What follows belongs to an exercise in optimizing a design on an open flow for small area and a short achievable clock period; a production flow would make more cautious choices.
RTL that was checked went through simulation tests only; none was proved equivalent to the original.
Power is estimated from default activity; no workload was simulated.

## juniper
==> flow/design.v <==
module fifo #(
    parameter LENGTH = 32,
    parameter WIDTH  = 16
) (
    input logic reset_i,
    input logic clk_i,
    input logic read_en,
    input logic write_en,
    input logic [WIDTH-1:0] data_i,
    output logic empty_o,
    output logic full_o,
    output logic [WIDTH-1:0] data_o
);
  localparam LO = 4;
  localparam HI = LENGTH / LO;
  logic [LO-1:0] lo;
  logic [HI-1:0] hi;
  logic nonempty_r, full_r;
  logic [WIDTH-1:0] mem [LENGTH-1:0];
  wire rd = read_en & nonempty_r;
  wire wr = write_en & ~full_r;
  wire one_left = lo[0] & hi[0];           
  wire one_free = lo[LO-2] & hi[HI-1];     
  assign empty_o = ~nonempty_r;
  assign full_o  = full_r;
  logic [WIDTH-1:0] rdata;
  always_comb begin
    rdata = '0;
    for (int j = 0; j < HI; j++)
      for (int i = 0; i < LO; i++)
        rdata = rdata | (mem[LO*j+i] & {WIDTH{hi[j] & lo[i]}});
  end
  always_ff @(posedge clk_i, posedge reset_i) begin
    if (reset_i) begin
      lo         <= LO'(1) << (LO - 1);
      hi         <= HI'(1) << (HI - 1);
      nonempty_r <= 1'b0;
      full_r     <= 1'b0;
      data_o     <= 0;
    end else begin
      if (rd) data_o <= rdata;
      if (wr & ~rd) begin
        lo <= {lo[LO-2:0], lo[LO-1]};
        if (lo[LO-1]) hi <= {hi[HI-2:0], hi[HI-1]};
      end else if (rd & ~wr) begin
        lo <= {lo[0], lo[LO-1:1]};
        if (lo[0]) hi <= {hi[0], hi[HI-1:1]};
      end
      nonempty_r <= wr | (nonempty_r & ~(rd & one_left));
      full_r     <= ~rd & (full_r | (wr & one_free));
    end
  end
  logic [HI-1:0] grp_live;
  always_comb begin
    grp_live[0] = 1'b1;
    for (int j = 1; j < HI; j++) grp_live[j] = |(hi >> (j - 1));
  end
  always_ff @(posedge clk_i) begin
    if (wr) mem[0] <= data_i;
    for (int i = 1; i < LENGTH; i++)
      if (wr & grp_live[i / LO]) mem[i] <= mem[i-1];
  end
endmodule
==> flow/config.mk <==
export PLATFORM = sky130hd
export DESIGN_NAME = fifo
export DESIGN_NICKNAME = fifo
export VERILOG_FILES = /design/flow/design.v
export SDC_FILE = /design/flow/constraint.sdc
export NUM_CORES = 4
export LEC_CHECK = 0
export CAP_MARGIN = 20
export CORE_MARGIN = 2
export CORE_UTILIZATION = 60
export SETUP_SLACK_MARGIN = 2.12
export SLEW_MARGIN = 20
==> flow/constraint.sdc <==
create_clock -name core_clock -period 4.0 [get_ports {clk_i}]
set_input_delay 0.8000 -clock core_clock [delete_from_list [all_inputs] [get_ports {clk_i}]]
set_output_delay 0.8000 -clock core_clock [all_outputs]
set_load 0.01 [all_outputs]
standard.sh (not shown) runs the stock make flow with config.mk's settings and CLKGATE_MAP_FILE= SYNTH_SCRIPT=/design/flow/synth_recipe.tcl, a recipe that flattens the netlist after the stock synthesis.
==> flow/flow/run.sh <==
#!/bin/bash
bash standard.sh MATCH_CELL_FOOTPRINT=0 "BUFFER_PORTS_ARGS=-buffer_cell sky130_fd_sc_hd__buf_4" \
  "CTS_ARGS=-sink_clustering_enable -repair_clock_nets -dont_use_dummy_load -sink_clustering_size 24 -sink_clustering_max_diameter 80" \
  finish > standard.log 2>&1
## Diff of input files: xenon against juniper
--- a/flow/design.v
+++ b/flow/design.v
@@ -51,13 +51,9 @@
     end
   end
-  logic [HI-1:0] grp_live;
-  always_comb begin
-    grp_live[0] = 1'b1;
-    for (int j = 1; j < HI; j++) grp_live[j] = |(hi >> (j - 1));
-  end
   always_ff @(posedge clk_i) begin
-    if (wr) mem[0] <= data_i;
-    for (int i = 1; i < LENGTH; i++)
-      if (wr & grp_live[i / LO]) mem[i] <= mem[i-1];
+    if (wr) begin
+      mem[0] <= data_i;
+      for (int i = 1; i < LENGTH; i++) mem[i] <= mem[i-1];
+    end
   end
 endmodule
Results
xenon went all the way through synthesis, placement and routing and the layout is clean on timing, DRC and antenna.
Between juniper and xenon, the flow reports net load switching power increasing by more than 100%.
xenon ended with more combinational share of power than juniper.
On slew of the pin with the lowest slew margin: xenon sits below juniper.
Compared with juniper, xenon shows a post-synthesis sequential area ratio that is 0.32 points higher.
xenon vs juniper: detailed-route wire length per cell down by more than 10%
Final non-filler cell area: xenon better than juniper
[xenon vs juniper] clock share of power: lower in xenon
Relative to juniper, reported leakage power decreased by 1.0% in xenon.
The lower met1 track utilization from global routing came out of xenon.
Only the layout flow was run in juniper; the RTL was not checked for function there.

## what the ideal ports hide
Ports are ideal in the flow. The routed layouts listed here were re-timed in OpenROAD. Step 1 assumes that a clkbuf_16 drives the clock port and a buf_2 every other input. Step 2 adds t to the input delays and takes it off the output delays; t is the mean of the earliest and latest rising clock arrival at the registers after step 1. Input paths then give back, and output paths get back, about the clock's delay inside the block. Three values: no drivers, after step 1, after step 2; two values: the first two.
run | shift t [ns] | setup slack, ns | worst hold slack (ns) | pins driven straight from the clock port
juniper | 0.623 | 2.026 / 1.974 / 1.673 | 0.389 / 0.362 / 0.442 | 1
xenon | 0.615 | 2.073 / 2.020 / 1.678 | 0.403 / 0.377 / 0.449 | 1
After both steps setup and hold are still met in every run listed. For xenon, which loses most, drivers alone change the setup slack by -0.053 ns; drivers and shift together by -0.395 ns.
